Source: an optimization exercise on an open RTL-to-GDS flow (aim: small area and a short achievable clock period). Production flows keep margins and buffers that such runs may drop. No functional check of the RTL was part of this run.

==> design.v <==
module fa (input a, input b, input c, output s, output co);
    assign s = a ^ b ^ c;
    assign co = (a & b) | (c & (a ^ b));
endmodule
module ha (input a, input b, output s, output co);
    assign s = a ^ b;
    assign co = a & b;
endmodule
module g_inv (input a, output y);
    assign y = ~a;
endmodule
module g_nand2 (input a, input b, output y);
    assign y = ~(a & b);
endmodule
module g_nor2 (input a, input b, output y);
    assign y = ~(a | b);
endmodule
module g_nand2b (input an, input b, output y);
    assign y = ~(~an & b);
endmodule
module g_nor2b (input a, input bn, output y);
    assign y = ~(a | ~bn);
endmodule
module g_xor2 (input a, input b, output y);
    assign y = a ^ b;
endmodule
module g_xnor2 (input a, input b, output y);
    assign y = ~(a ^ b);
endmodule
module g_a21oi (input a1, input a2, input b1, output y);
    assign y = ~((a1 & a2) | b1);
endmodule
module g_o21ai (input a1, input a2, input b1, output y);
    assign y = ~((a1 | a2) & b1);
endmodule
module early (input [13:0] s, input [12:0] c, output [13:0] pb);
    wire e1s, e1c, e2s, e2c, e3s, e3c, e4s, e4c, e5s, e5c, e6s, e6c;
    wire e7s, e7c, e8s, e8c, e9s, e9c, e10s, e10c, e11s, e11c, e12s, e12c;
    wire e13s, e13c, e14, e15, e16, e17, e18, e19, e20, e21, e22, e23;
    wire e24, e25, e26, e27, e28, e29, e30, e31, e32, e33, e34, e35;
    wire e36, e37, e38, e39, e40, e41, e42, e43, e44, e45, e46, e47;
    wire e48, e49, e50, e51, e52, e53, e54;
    ha i1 (s[0], c[0], e1s, e1c);
    ha i2 (s[1], c[1], e2s, e2c);
    ha i3 (s[2], c[2], e3s, e3c);
    ha i4 (s[4], c[3], e4s, e4c);
    ha i5 (s[5], c[4], e5s, e5c);
    ha i6 (s[6], c[5], e6s, e6c);
    ha i7 (s[7], c[6], e7s, e7c);
    ha i8 (s[8], c[7], e8s, e8c);
    ha i9 (s[9], c[8], e9s, e9c);
    ha i10 (s[10], c[9], e10s, e10c);
    ha i11 (s[11], c[10], e11s, e11c);
    ha i12 (s[12], c[11], e12s, e12c);
    ha i13 (s[13], c[12], e13s, e13c);
    g_a21oi i14 (e2s, e1c, e2c, e14);
    g_nand2 i15 (s[3], e3c, e15);
    g_nand2 i16 (s[3], e3s, e16);
    g_a21oi i17 (e5s, e4c, e5c, e17);
    g_nand2 i18 (e5s, e4s, e18);
    g_a21oi i19 (e7s, e6c, e7c, e19);
    g_nand2 i20 (e7s, e6s, e20);
    g_a21oi i21 (e9s, e8c, e9c, e21);
    g_nand2 i22 (e9s, e8s, e22);
    g_a21oi i23 (e11s, e10c, e11c, e23);
    g_nand2 i24 (e11s, e10s, e24);
    g_a21oi i25 (e13s, e12c, e13c, e25);
    g_nand2 i26 (e13s, e12s, e26);
    g_o21ai i27 (e16, e14, e15, e27);
    g_o21ai i28 (e20, e17, e19, e28);
    g_nor2 i29 (e20, e18, e29);
    g_o21ai i30 (e24, e21, e23, e30);
    g_nor2 i31 (e24, e22, e31);
    g_a21oi i32 (e29, e27, e28, e32);
    g_inv i33 (e31, e33);
    g_inv i34 (e30, e34);
    g_o21ai i35 (e33, e32, e34, e35);
    g_inv i36 (e18, e36);
    g_inv i37 (e17, e37);
    g_a21oi i38 (e36, e27, e37, e38);
    g_o21ai i39 (e22, e32, e21, e39);
    g_inv i40 (e26, e40);
    g_inv i41 (e25, e41);
    g_a21oi i42 (e40, e35, e41, e42);
    g_inv i43 (e3s, e43);
    g_inv i44 (e3c, e44);
    g_o21ai i45 (e43, e14, e44, e45);
    g_a21oi i46 (e4s, e27, e4c, e46);
    g_inv i47 (e6s, e47);
    g_inv i48 (e6c, e48);
    g_o21ai i49 (e47, e38, e48, e49);
    g_inv i50 (e8s, e50);
    g_inv i51 (e8c, e51);
    g_o21ai i52 (e50, e32, e51, e52);
    g_a21oi i53 (e10s, e39, e10c, e53);
    g_a21oi i54 (e12s, e35, e12c, e54);
    g_xor2 i55 (e1s, 1'b0, pb[0]);
    g_xor2 i56 (e2s, e1c, pb[1]);
    g_xnor2 i57 (e3s, e14, pb[2]);
    g_xor2 i58 (s[3], e45, pb[3]);
    g_xor2 i59 (e4s, e27, pb[4]);
    g_xnor2 i60 (e5s, e46, pb[5]);
    g_xnor2 i61 (e6s, e38, pb[6]);
    g_xor2 i62 (e7s, e49, pb[7]);
    g_xnor2 i63 (e8s, e32, pb[8]);
    g_xor2 i64 (e9s, e52, pb[9]);
    g_xor2 i65 (e10s, e39, pb[10]);
    g_xnor2 i66 (e11s, e53, pb[11]);
    g_xor2 i67 (e12s, e35, pb[12]);
    g_xnor2 i68 (e13s, e54, pb[13]);
endmodule
module late (input [13:0] pb, input [6:0] xr, output [13:0] y);
    wire w1, w2, w3, w4, w5, w6, w7, w8, w9, w10, w11, w12;
    wire w13, w14, w15, w16, w17, w18, w19, w20, w21, w22, w23, w24;
    wire w25, w26, w27, w28, w29, w30, w31, w32, w33, w34, w35, w36;
    wire w37, w38, w39, w40, w41, w42, w43, w44, w45, w46, w47, w48;
    wire w49, w50, w51, w52, w53, w54, w55, w56, w57, w58, w59, w60;
    wire w61, w62, w63, w64, w65, w66, w67, w68, w69, w70, w71, w72;
    wire w73, w74, w75, w76, w77, w78, w79, w80, w81, w82, w83, w84;
    wire w85, w86, w87, w88, w89, w90, w91, w92, w93, w94, w95, w96;
    wire w97, w98, w99, w100, w101, w102, w103, w104, w105, w106, w107, w108;
    wire w109, w110, w111, w112, w113, w114, w115, w116, w117, w118, w119, w120;
    wire w121, w122, w123, w124, w125, w126, w127, w128, w129, w130, w131, w132;
    wire w133, w134, w135, w136, w137, w138, w139, w140, w141, w142;
    g_xnor2 i1 (xr[2], xr[0], w1);
    g_xnor2 i2 (pb[2], w1, w2);
    g_nand2 i3 (xr[2], xr[0], w3);
    g_inv i4 (pb[2], w4);
    g_o21ai i5 (w4, w1, w3, w5);
    g_xnor2 i6 (xr[3], xr[1], w6);
    g_xnor2 i7 (pb[3], w6, w7);
    g_nand2 i8 (xr[3], xr[1], w8);
    g_inv i9 (pb[3], w9);
    g_o21ai i10 (w9, w6, w8, w10);
    g_xnor2 i11 (xr[4], xr[2], w11);
    g_xnor2 i12 (pb[4], w11, w12);
    g_nand2 i13 (xr[4], xr[2], w13);
    g_inv i14 (pb[4], w14);
    g_o21ai i15 (w14, w11, w13, w15);
    g_xnor2 i16 (xr[5], xr[3], w16);
    g_xnor2 i17 (pb[5], w16, w17);
    g_nand2 i18 (xr[5], xr[3], w18);
    g_inv i19 (pb[5], w19);
    g_o21ai i20 (w19, w16, w18, w20);
    g_xor2 i21 (xr[6], xr[4], w21);
    g_xnor2 i22 (pb[6], w21, w22);
    g_nand2b i23 (xr[6], xr[4], w23);
    g_inv i24 (pb[6], w24);
    g_o21ai i25 (w24, w21, w23, w25);
    g_xor2 i26 (pb[7], xr[5], w26);
    g_xnor2 i27 (pb[8], xr[6], w27);
    g_nand2 i28 (pb[7], xr[5], w28);
    g_nand2b i29 (xr[6], pb[8], w29);
    g_nand2 i30 (pb[0], xr[0], w30);
    g_nor2 i31 (pb[0], xr[0], w31);
    g_xor2 i32 (pb[0], xr[0], w32);
    g_nand2 i33 (pb[1], xr[1], w33);
    g_nor2 i34 (pb[1], xr[1], w34);
    g_xor2 i35 (pb[1], xr[1], w35);
    g_nand2 i36 (w7, w5, w36);
    g_nor2 i37 (w7, w5, w37);
    g_xor2 i38 (w7, w5, w38);
    g_nand2 i39 (w12, w10, w39);
    g_nor2 i40 (w12, w10, w40);
    g_xor2 i41 (w12, w10, w41);
    g_nand2 i42 (w17, w15, w42);
    g_nor2 i43 (w17, w15, w43);
    g_xor2 i44 (w17, w15, w44);
    g_nand2 i45 (w22, w20, w45);
    g_nor2 i46 (w22, w20, w46);
    g_xor2 i47 (w22, w20, w47);
    g_nand2 i48 (w26, w25, w48);
    g_nor2 i49 (w26, w25, w49);
    g_xor2 i50 (w26, w25, w50);
    g_nand2b i51 (w28, w27, w51);
    g_nand2b i52 (w27, w28, w52);
    g_xnor2 i53 (w27, w28, w53);
    g_nand2b i54 (w29, pb[9], w54);
    g_nand2b i55 (pb[9], w29, w55);
    g_xnor2 i56 (pb[9], w29, w56);
    g_o21ai i57 (w34, w30, w33, w57);
    g_nand2b i58 (w33, w2, w58);
    g_nand2b i59 (w34, w2, w59);
    g_nand2b i60 (w37, w2, w60);
    g_o21ai i61 (w40, w36, w39, w61);
    g_nor2 i62 (w40, w37, w62);
    g_o21ai i63 (w43, w39, w42, w63);
    g_nor2 i64 (w43, w40, w64);
    g_o21ai i65 (w46, w42, w45, w65);
    g_nor2 i66 (w46, w43, w66);
    g_o21ai i67 (w49, w45, w48, w67);
    g_nor2 i68 (w49, w46, w68);
    g_inv i69 (w52, w69);
    g_o21ai i70 (w69, w48, w51, w70);
    g_nand2b i71 (w49, w52, w71);
    g_inv i72 (w55, w72);
    g_o21ai i73 (w72, w51, w54, w73);
    g_nand2 i74 (w55, w52, w74);
    g_nand2b i75 (w54, pb[10], w75);
    g_nand2 i76 (pb[10], w55, w76);
    g_nand2 i77 (pb[11], pb[10], w77);
    g_nand2 i78 (pb[12], pb[11], w78);
    g_nand2 i79 (pb[13], pb[12], w79);
    g_o21ai i80 (w59, w30, w58, w80);
    g_inv i81 (w57, w81);
    g_o21ai i82 (w60, w81, w36, w82);
    g_inv i83 (w58, w83);
    g_a21oi i84 (w62, w83, w61, w84);
    g_nand2b i85 (w59, w62, w85);
    g_inv i86 (w36, w86);
    g_a21oi i87 (w64, w86, w63, w87);
    g_nand2b i88 (w60, w64, w88);
    g_a21oi i89 (w66, w61, w65, w89);
    g_nand2 i90 (w66, w62, w90);
    g_a21oi i91 (w68, w63, w67, w91);
    g_nand2 i92 (w68, w64, w92);
    g_inv i93 (w71, w93);
    g_a21oi i94 (w93, w65, w70, w94);
    g_nand2b i95 (w71, w66, w95);
    g_inv i96 (w74, w96);
    g_a21oi i97 (w96, w67, w73, w97);
    g_nand2b i98 (w74, w68, w98);
    g_inv i99 (w76, w99);
    g_inv i100 (w75, w100);
    g_a21oi i101 (w99, w70, w100, w101);
    g_nor2 i102 (w76, w71, w102);
    g_nand2b i103 (w77, w73, w103);
    g_nor2 i104 (w77, w74, w104);
    g_nor2 i105 (w78, w75, w105);
    g_nor2 i106 (w78, w76, w106);
    g_nor2 i107 (w79, w77, w107);
    g_o21ai i108 (w85, w30, w84, w108);
    g_inv i109 (w57, w109);
    g_o21ai i110 (w88, w109, w87, w110);
    g_inv i111 (w80, w111);
    g_o21ai i112 (w90, w111, w89, w112);
    g_inv i113 (w82, w113);
    g_o21ai i114 (w92, w113, w91, w114);
    g_o21ai i115 (w95, w84, w94, w115);
    g_nor2 i116 (w95, w85, w116);
    g_o21ai i117 (w98, w87, w97, w117);
    g_nor2 i118 (w98, w88, w118);
    g_inv i119 (w102, w119);
    g_o21ai i120 (w119, w89, w101, w120);
    g_nand2b i121 (w90, w102, w121);
    g_inv i122 (w104, w122);
    g_o21ai i123 (w122, w91, w103, w123);
    g_nand2b i124 (w92, w104, w124);
    g_inv i125 (w106, w125);
    g_inv i126 (w105, w126);
    g_o21ai i127 (w125, w94, w126, w127);
    g_nand2b i128 (w95, w106, w128);
    g_nand2b i129 (w97, w107, w129);
    g_nand2b i130 (w98, w107, w130);
    g_inv i131 (w30, w131);
    g_a21oi i132 (w116, w131, w115, w132);
    g_a21oi i133 (w118, w57, w117, w133);
    g_inv i134 (w121, w134);
    g_a21oi i135 (w134, w80, w120, w135);
    g_inv i136 (w124, w136);
    g_a21oi i137 (w136, w82, w123, w137);
    g_inv i138 (w128, w138);
    g_a21oi i139 (w138, w108, w127, w139);
    g_inv i140 (w130, w140);
    g_inv i141 (w129, w141);
    g_a21oi i142 (w140, w110, w141, w142);
    g_xor2 i143 (w32, 1'b0, y[0]);
    g_xnor2 i144 (w35, w30, y[1]);
    g_xor2 i145 (w2, w57, y[2]);
    g_xor2 i146 (w38, w80, y[3]);
    g_xor2 i147 (w41, w82, y[4]);
    g_xor2 i148 (w44, w108, y[5]);
    g_xor2 i149 (w47, w110, y[6]);
    g_xor2 i150 (w50, w112, y[7]);
    g_xor2 i151 (w53, w114, y[8]);
    g_xnor2 i152 (w56, w132, y[9]);
    g_xnor2 i153 (pb[10], w133, y[10]);
    g_xnor2 i154 (pb[11], w135, y[11]);
    g_xnor2 i155 (pb[12], w137, y[12]);
    g_xnor2 i156 (pb[13], w139, y[13]);
endmodule
module top #(parameter m = 7) (
    input clk,
    input signed [m-1:0] noise_in,
    output reg signed [2*m-1:0] filter_out
);
    reg [6:0] d0, d1, d2, d3, d4, d5, d6, d7;
    reg [13:0] s2;
    reg [12:0] c2;
    reg [13:0] s1;
    reg [12:0] c1;
    wire n1, n2, n3, n4, n5, n6, n7, n8, n9, n10, n11, n12;
    wire n13, n14, n15, n16, n17, n18, n19, n20, n21, n22, n23, n24;
    wire n25, n26, n27, n28, n29, n30, n31, n32, n33, n34, n35, n36;
    wire n37, n38, n39, n40, n41, n42, n43, n44, n45, n46, n47, n48;
    wire n49, n50, n51, n52, n53, n54, n55, n56, n57, n58, n59, n60;
    wire n61, n62, n63, n64, n65, n66, n67, n68, n69, n70, n71, n72;
    wire n73, n74, n75, n76, n77, n78, n79, n80, n81, n82, n83, n84;
    wire n85, n86, n87, n88, n89, n90, n91, n92, n93, n94, n95, n96;
    wire n97, n98, n99, n100, n101, n102, n103, n104, n105, n106, n107, n108;
    wire n109, n110, n111, n112, n113, n114, n115, n116, n117, n118, n119, n120;
    wire n121, n122, n123, n124, n125, n126, n127, n128, n129, n130, n131, n132;
    wire n133, n134, n135, n136, n137, n138, n139, n140, n141, n142, n143, n144;
    wire n145, n146, n147, n148, n149, n150, n151, n152, n153, n154, n155, n156;
    wire n157, n158, n159, n160, n161, n162, n163, n164, n165, n166, n167, n168;
    wire n169, n170, n171, n172, n173, n174, n175, n176, n177, n178, n179, n180;
    wire n181, n182, n183, n184, n185, n186, n187, n188, n189, n190, n191, n192;
    wire n193, n194, n195, n196, n197, n198, n199, n200, n201, n202, n203, n204;
    wire n205, n206, n207, n208, n209, n210, n211, n212, n213, n214, n215, n216;
    wire n217, n218, n219, n220, n221, n222, n223, n224, n225, n226, n227, n228;
    wire n229, n230, n231, n232, n233, n234, n235, n236, n237, n238, n239, n240;
    wire n241, n242, n243, n244, n245, n246, n247, n248, n249, n250, n251, n252;
    wire n253, n254, n255, n256, n257, n258, n259, n260, n261, n262, n263, n264;
    wire n265, n266, n267, n268, n269, n270, n271, n272, n273, n274, n275, n276;
    wire n277, n278, n279, n280, n281, n282, n283, n284, n285, n286;
    fa u1 (d2[0], d2[3], d3[0], n1, n2);
    ha u2 (d3[4], d4[0], n3, n4);
    fa u3 (d2[1], d2[4], d3[1], n5, n6);
    fa u4 (d3[5], d4[1], ~d4[5], n7, n8);
    ha u5 (d5[2], d5[4], n9, n10);
    fa u6 (d2[2], d2[5], d3[2], n11, n12);
    fa u7 (~d3[6], d4[2], d4[6], n13, n14);
    fa u8 (d5[3], d5[5], ~d5[6], n15, n16);
    fa u9 (d2[3], ~d2[6], d3[3], n17, n18);
    ha u10 (d4[3], d5[4], n19, n20);
    ha u11 (d2[0], d3[1], n21, n22);
    fa u12 (d2[1], d3[2], ~d4[2], n23, n24);
    fa u13 (d2[2], d3[3], ~d4[3], n25, n26);
    fa u14 (d5[0], d5[2], d5[3], n27, n28);
    fa u15 (~d4[4], d5[1], d5[3], n29, n30);
    fa u16 (d5[4], d6[1], d7[2], n31, n32);
    ha u17 (d7[4], n3, n33, n34);
    fa u18 (d5[5], d6[2], d7[3], n35, n36);
    fa u19 (d7[5], n4, n9, n37, n38);
    fa u20 (n2, n5, n7, n39, n40);
    fa u21 (d6[3], d7[4], ~d7[6], n41, n42);
    fa u22 (n10, n6, n8, n43, n44);
    fa u23 (n11, n13, n15, n45, n46);
    fa u24 (~d5[6], d6[4], d7[5], n47, n48);
    fa u25 (n19, n12, n14, n49, n50);
    fa u26 (n16, n17, 1'b1, n51, n52);
    fa u27 (d2[4], d3[4], d4[4], n53, n54);
    fa u28 (d5[5], d6[5], ~d7[6], n55, n56);
    ha u29 (n20, n18, n57, n58);
    fa u30 (d2[5], d3[5], d4[5], n59, n60);
    ha u31 (~d5[6], ~d6[6], n61, n62);
    fa u32 (~d4[1], d5[0], d5[1], n63, n64);
    fa u33 (d5[1], d5[2], d7[0], n65, n66);
    ha u34 (d7[2], n22, n67, n68);
    fa u35 (d6[0], d7[1], d7[3], n69, n70);
    fa u36 (n24, n25, n27, n71, n72);
    fa u37 (n26, n28, n1, n73, n74);
    fa u38 (n29, n31, n33, n75, n76);
    fa u39 (n30, n32, n35, n77, n78);
    fa u40 (n34, n37, n39, n79, n80);
    fa u41 (n36, n41, n38, n81, n82);
    fa u42 (n40, n43, n45, n83, n84);
    fa u43 (n42, n47, n44, n85, n86);
    fa u44 (n46, n49, n51, n87, n88);
    fa u45 (n48, n53, n55, n89, n90);
    fa u46 (n57, n50, n52, n91, n92);
    fa u47 (n61, n54, n56, n93, n94);
    fa u48 (n59, n58, 1'b1, n95, n96);
    fa u49 (~d2[6], ~d3[6], ~d4[6], n97, n98);
    fa u50 (n62, n60, 1'b1, n99, n100);
    ha u51 (d3[0], ~d4[0], n101, n102);
    fa u52 (d7[1], n21, n63, n103, n104);
    fa u53 (n64, n23, n65, n105, n106);
    fa u54 (n66, n68, n69, n107, n108);
    fa u55 (n70, n72, n73, n109, n110);
    fa u56 (n74, n77, n76, n111, n112);
    fa u57 (n78, n81, n80, n113, n114);
    fa u58 (n82, n85, n84, n115, n116);
    fa u59 (n89, n86, n88, n117, n118);
    fa u60 (n90, n93, n95, n119, n120);
    fa u61 (n97, n94, n99, n121, n122);
    ha u62 (n98, n100, n123, n124);
    ha u63 (d5[0], d7[0], n125, n126);
    fa u64 (n102, n103, 1'b1, n127, n128);
    fa u65 (n67, n104, n105, n129, n130);
    fa u66 (n106, n71, n107, n131, n132);
    fa u67 (n108, n75, n109, n133, n134);
    fa u68 (n110, n79, n111, n135, n136);
    fa u69 (n112, n83, n113, n137, n138);
    fa u70 (n87, n114, n115, n139, n140);
    fa u71 (n91, n116, n117, n141, n142);
    fa u72 (n92, n119, n118, n143, n144);
    fa u73 (n96, n121, n120, n145, n146);
    fa u74 (n123, n122, 1'b1, n147, n148);
    ha u75 (n124, 1'b1, n149, n150);
    ha u76 (s2[3], c2[3], n151, n152);
    fa u77 (s2[4], c2[4], d0[1], n153, n154);
    fa u78 (d0[3], d0[4], d1[0], n155, n156);
    fa u79 (s2[5], c2[5], d0[2], n157, n158);
    fa u80 (d0[4], d0[5], d1[1], n159, n160);
    ha u81 (~d1[5], d2[1], n161, n162);
    fa u82 (s2[6], c2[6], d0[3], n163, n164);
    fa u83 (d0[5], ~d0[6], d1[2], n165, n166);
    fa u84 (d1[6], d2[2], ~d2[6], n167, n168);
    fa u85 (s2[7], c2[7], d0[4], n169, n170);
    ha u86 (~d0[6], d1[3], n171, n172);
    ha u87 (s2[8], c2[8], n173, n174);
    ha u88 (s2[0], c2[0], n175, n176);
    fa u89 (s2[1], c2[1], d0[0], n177, n178);
    ha u90 (d0[1], ~d1[1], n179, n180);
    fa u91 (s2[2], c2[2], d0[1], n181, n182);
    fa u92 (d0[2], ~d1[2], d2[2], n183, n184);
    fa u93 (d0[0], d0[2], d0[3], n185, n186);
    fa u94 (~d1[3], d2[3], n151, n187, n188);
    fa u95 (~d1[4], d2[0], d2[4], n189, n190);
    fa u96 (n152, n153, n155, n191, n192);
    fa u97 (d2[5], n161, n154, n193, n194);
    fa u98 (n156, n157, n159, n195, n196);
    fa u99 (n162, n158, n160, n197, n198);
    fa u100 (n163, n165, n167, n199, n200);
    fa u101 (d2[3], n171, n164, n201, n202);
    fa u102 (n166, n168, n169, n203, n204);
    fa u103 (d0[5], d1[4], d2[4], n205, n206);
    fa u104 (n172, n173, n170, n207, n208);
    fa u105 (s2[9], c2[9], ~d0[6], n209, n210);
    fa u106 (d1[5], d2[5], n174, n211, n212);
    fa u107 (s2[10], c2[10], ~d1[6], n213, n214);
    ha u108 (d0[0], ~d1[0], n215, n216);
    fa u109 (d2[1], n176, n179, n217, n218);
    fa u110 (n180, n178, n181, n219, n220);
    fa u111 (n182, n184, n185, n221, n222);
    fa u112 (n186, n189, n188, n223, n224);
    fa u113 (n190, n192, n193, n225, n226);
    fa u114 (n194, n196, n197, n227, n228);
    fa u115 (n198, n200, n201, n229, n230);
    fa u116 (n205, n202, n204, n231, n232);
    fa u117 (n206, n209, n211, n233, n234);
    fa u118 (~d2[6], n210, n213, n235, n236);
    ha u119 (s2[11], c2[11], n237, n238);
    ha u120 (d2[0], n175, n239, n240);
    fa u121 (n216, n177, n217, n241, n242);
    fa u122 (n183, n218, n219, n243, n244);
    fa u123 (n187, n220, n221, n245, n246);
    fa u124 (n222, n191, n223, n247, n248);
    fa u125 (n195, n224, n225, n249, n250);
    fa u126 (n199, n226, n227, n251, n252);
    fa u127 (n203, n228, n229, n253, n254);
    fa u128 (n207, n230, n231, n255, n256);
    fa u129 (n208, n233, n232, n257, n258);
    fa u130 (n212, n235, n234, n259, n260);
    fa u131 (n237, n214, n236, n261, n262);
    fa u132 (s2[12], c2[12], n238, n263, n264);
    fa u133 (n244, n245, noise_in[0], n265, n266);
    fa u134 (n246, n247, noise_in[1], n267, n268);
    fa u135 (n248, noise_in[2], n249, n269, n270);
    fa u136 (n250, noise_in[3], n251, n271, n272);
    fa u137 (n252, noise_in[4], n253, n273, n274);
    fa u138 (n254, noise_in[5], n255, n275, n276);
    fa u139 (n257, n256, ~noise_in[6], n277, n278);
    ha u140 (n259, n258, n279, n280);
    ha u141 (n261, n260, n281, n282);
    ha u142 (n263, n262, n283, n284);
    ha u143 (s2[13], n264, n285, n286);
    wire [13:0] pb, y;
    early u_early (s1, c1, pb);
    late u_late (pb, noise_in, y);
    always @(posedge clk) begin
        d0 <= noise_in;
        d1 <= d0;
        d2 <= d1;
        d3 <= d2;
        d4 <= d3;
        d5 <= d4;
        d6 <= d5;
        d7 <= d6;
        s2 <= {n150, n148, n146, n144, n142, n140, n138, n136, n134, n132, n130, n128, n126, n101};
        c2 <= {n149, n147, n145, n143, n141, n139, n137, n135, n133, n131, n129, n127, n125};
        s1 <= {n284, n282, n280, n278, n276, n274, n272, n270, n268, n266, n265, n242, n240, n215};
        c1 <= {n285, n283, n281, n279, n277, n275, n273, n271, n269, n267, n243, n241, n239};
        filter_out <= y;
    end
endmodule
==> flow/run.sh <==
#!/bin/bash
# The standard ORFS layout, with one change: the port buffers are buf_4
# cells instead of the delay buffer that buffer_ports picks by default, which
# puts about half a nanosecond on every path from an input.
set -euo pipefail
export BUFFER_PORTS_ARGS="-buffer_cell sky130_fd_sc_hd__buf_4"
export SETUP_SLACK_MARGIN=6.9
export SETUP_MOVE_SEQUENCE=sizeup,swap
bash standard.sh finish > standard.log 2>&1
==> standard.sh <==
#!/bin/bash
# synth_recipe.tcl (not shown) runs the flow's synth.tcl, then flattens the netlist and writes it again
# the make line also repeats each setting of config.mk as NAME=value (left out here)
make -C /OpenROAD-flow-scripts/flow DESIGN_CONFIG=/design/flow/config.mk WORK_HOME=/design/flow/orfs CLKGATE_MAP_FILE= SYNTH_SCRIPT=/design/flow/synth_recipe.tcl "${@:-finish}"
==> config.mk <==
export PLATFORM = sky130hd
export DESIGN_NAME = top
export DESIGN_NICKNAME = top
export VERILOG_FILES = /design/flow/design.v
export SDC_FILE = /design/flow/constraint.sdc
export NUM_CORES = 4
export LEC_CHECK = 0
export CAP_MARGIN = 20
export CORE_MARGIN = 2
export CORE_UTILIZATION = 60
export CTS_BUF_LIST = sky130_fd_sc_hd__clkbuf_4
export SLEW_MARGIN = 20
export SYNTH_HIERARCHICAL = 1
==> constraint.sdc <==
create_clock -name core_clock -period 10.0 [get_ports {clk}]
set_input_delay 2.0000 -clock core_clock [delete_from_list [all_inputs] [get_ports {clk}]]
set_output_delay 2.0000 -clock core_clock [all_outputs]
set_load 0.01 [all_outputs]
==> results by group <==
Outcome
  • Outcome: timing/DRC/antenna clean

Timing
  • Achievable frequency: 331.4 MHz
  • Final min period: 3.018 ns
  • Final hold vios: 0
  • Final setup violation count: 0
  • Final setup TNS: 0 ns
  • RSZ-0062 raised after global routing: no
  • Clock Skew: 0.009752 ns
  • Max-slew violations: 0
  • Fin crit share: 30.18%

Clock network
  • Reg clk slew, reported paths: 0.10 ns
  • Root buffer cell: clkbuf_4
  • H-tree level count: 4
  • # Post-CTS Setup Buffers: 0
  • CTS Buf Count: 17
  • Skew-Pair Late Insertion Delay: 0.53 ns
  • CTS Hold Bufs: 0
  • TritonCTS clock tree: yes
  • CTS max path bufs: 2
  • Clock Sinks: 124
  • PostCTS Resize Cnt: 0

Cells and area
  • Layout cells sized above 1: 19.46%
  • Fillers: 779
  • Antenna Cells: 0
  • Final instance area: 7397 um2
  • Layout net count: 711
  • Area grow syn2layout: 12.16%
  • Non-filler cells, final: 700

Worst hold path
  • Worst hold path type: reg2reg
  • Hold_sp: d0[6]

Synth
  • Netlist cell types: 12
  • Simple-gate share of the synthesized area: 4.193%
  • Sequential cell area fraction in the yosys report: 37.64%
  • Syn Std Cell Area: 6595 um2
  • Mux share of post-synthesis cell area: 0%
  • Post-Synth XOR/XNOR Area: 6.507%
  • Yosys warning count: 7
  • Post-synthesis compound-gate area fraction: 5.274%
  • Synth Area in Adders: 43.03%
  • Seq cells post-synth: 124
  • Mean Syn Cell Area: 13.14 um2
  • Synth Instances: 502
  • Largest family of logic cells by synthesized area: adder cells

Placed design
  • HPWL after DPL: 9.292 mm
  • I/O Buffers: 21
  • Post-place instance area: 7178 um2
  • DP Cell Count: 668
  • Final Wtd Congestion: 0.9172

Setup path
  • CP dominant cell by count: xnor2_2
  • Critical path launch point: noise_in[2]
  • Data arrival time of the critical path: 3.48 ns
  • Worst r2r dst: c2[7]
  • Max FO, Critical Path: 6
  • Critical path destination: filter_out[7]
  • Worst EP required: 10.46 ns
  • Crit-path max cell delay: 0.31 ns
  • Critical Path Start Type: primary input
  • Register-to-register setup slack: 7.01 ns
  • Worst path slowest cell: xnor2_2
  • Worst r2r path cells: 5
  • Crit path kind: in2reg
  • Nature of the critical path endpoint: flip-flop
  • Critical path, cell by cell: buf_4 -> xnor2_2 -> xnor2_2 -> nand2b_1 -> o21ai_2 -> inv_1 -> o21ai_1 -> xor2_1
  • Worst R2R Start: d2[1]

GRT
  • Grt total ovfl: 0
  • Met3 usage: 6.157%
  • Initial antenna violation count: 0
  • Gr busiest metal: met2
  • First-pass GRT wire length: 19.18 mm
  • Largest net degree at the start of global routing: 17
  • GRT Resource Usage Total: 22.74%
  • Met2 Use GR: 39.69%
  • Met1 usage: 27.21%
  • Vias in the first global route: 3954

Detailed routing
  • First-pass DRT Iterations: 4
  • Drt drc: 0
  • Routed len/inst: 15.93 um
  • Vias after detailed routing: 3455
  • Antenna viol nets, final: 0
  • Wirelength, routed: 11.15 mm
  • Vias/cell: 4.936
  • Iteration-0 DRC Markers: 118

Job
  • Max-cap violations: 0

Die
  • Die Height: 108.8 um
  • IO Count: 22
  • Die area: 11850 um2
  • # rows: 38
  • Die extent in x: 108.8 um
  • Core Region: 10790 um2
  • Initial Utilization: 61.11%
-- Yosys cell counts --
| library cell | number | area (um2) |
|---|---|---|
| dfxtp_1 | 124 | 2482 |
| fa_1 | 118 | 2362 |
| inv_1 | 56 | 210.2 |
| ha_1 | 38 | 475.5 |
| o21ai_1 | 31 | 155.2 |
| xor2_1 | 25 | 219.0 |
| nand2_1 | 24 | 90.09 |
| xnor2_1 | 24 | 210.2 |
| a21oi_2 | 22 | 192.7 |
| nand2b_1 | 19 | 118.9 |
| nor2_1 | 18 | 67.56 |
| conb_1 | 3 | 11.26 |
-- Yosys stat by module, one instance, submodules excluded, a selection --
| module | cells inside | cell area [um2] |
|---|---|---|
| g_o21ai | 1 | 5.005 |
| g_inv | 1 | 3.754 |
| early | 1 | 3.754 |
| g_nor2 | 1 | 3.754 |
| g_xor2 | 1 | 8.758 |
| g_a21oi | 1 | 8.758 |
| late | 1 | 3.754 |
| fa | 1 | 20.02 |
| top | 146 | 2565 |
| g_nand2 | 1 | 3.754 |
| g_nand2b | 1 | 6.256 |
| ha | 1 | 12.51 |
-- kinds of logic (layout without fill, tap and decap cells) --
logic type      Yosys count  in the layout
buf+inv                  56            109
xor+xnor                 49             49
fa+ha+maj               156            156
compound gates           53             53
flops                   124            124
simple gates             61             61
other cells               3              8
-- stage by stage --
step	utilization, %	hold WS [ns]	worst slack [ns]
2_1_floorplan	-	0.3308	6.812
3_3_place_gp	66.51	0.3331	6.487
3_5_place_dp	66.51	0.3404	6.451
4_1_cts	68.47	0.3539	6.927
5_1_grt	68.54	0.3653	6.905
6_report	68.54	0.3530	6.982
-- critical path: cells and delay by family --
family | cells | cell delay (ns)
buf+inv | 2 | 0.24
simple gates | 1 | 0.14
xor+xnor | 3 | 0.66
compound gates | 2 | 0.45
-- final cells by class --
cell class | count | area (um2) | area share (%)
clock buffer | 21 | 157.7 | 2.131
clock inverter | 11 | 53.80 | 0.7273
inverter | 56 | 210.2 | 2.842
multi-input combinational | 327 | 4156 | 56.19
sequential | 124 | 2486 | 33.61
tap | 140 | 175.2 | 2.368
timing repair buffer | 21 | 157.7 | 2.131
-- placed cells by master, fill, tap and decap left out --
master / instances
xnor2_1: 15
clkbuf_4: 21
xor2_2: 1
ha_1: 38
o21ai_4: 1
xor2_1: 24
buf_4: 21
nand2_1: 24
nor2_4: 4
clkinv_2: 4
clkinvlp_4: 2
fa_1: 118
dfxtp_2: 3
xnor2_4: 3
nor2_2: 4
nand2b_4: 4
inv_2: 1
clkinv_1: 5
o21ai_2: 12
nand2b_1: 15
o21ai_1: 18
dfxtp_1: 121
xnor2_2: 6
inv_1: 55
a21oi_2: 22
conb_1: 8
nor2_1: 10
-- state kept, by name, summed over array words and instances, names as in the netlist --
name        count
d3              7
d4              7
d0              7
c2             13
d6              7
d2              7
filter_out     14
s1             14
s2             14
d5              7
c1             13
d7              7
d1              7
-- how the worst min path moves through the flow --
stage               cells after the start    end  slack (ns)
floorplan                               0  d1[6]        0.33
global placement                        0  d3[6]        0.33
detailed placement                      0  d4[6]        0.34
CTS                                     0  d1[6]        0.35
global route                            0  d1[6]        0.37
finish                                  0  d1[6]        0.35
-- per-layer routing --
layer	routed length, um	part of all wire (%)
met3	346	3.1
met4	196	1.8
met5	0	0
met2	5932	53
met1	4678	42

-- separate check: timing with driven ports --
The results above use ideal ports. As a check the final layout listed here was re-extracted and re-timed, cells and wires unchanged.
Step 1 sets driving cells, clkbuf_16 on the clock port and buf_2 on the other inputs (assumed; they add their load-dependent delay and slew).
Step 2 adds t to the input delays and takes it off the output delays; t is the mean of the earliest and latest rising clock arrival at the registers after step 1. Input paths then give back, and output paths get back, about the clock's delay inside the block.
Slacks: ideal ports / drivers / drivers and shift; pairs: ideal ports / drivers.
shift t [ns]: 0.552
setup WS [ns]: 6.982 / 6.991 / 6.439
worst setup path after step 2: input to register
After both steps setup and hold are still met in this run. For this run, drivers alone change the setup slack by +0.009 ns; drivers and shift together by -0.543 ns.
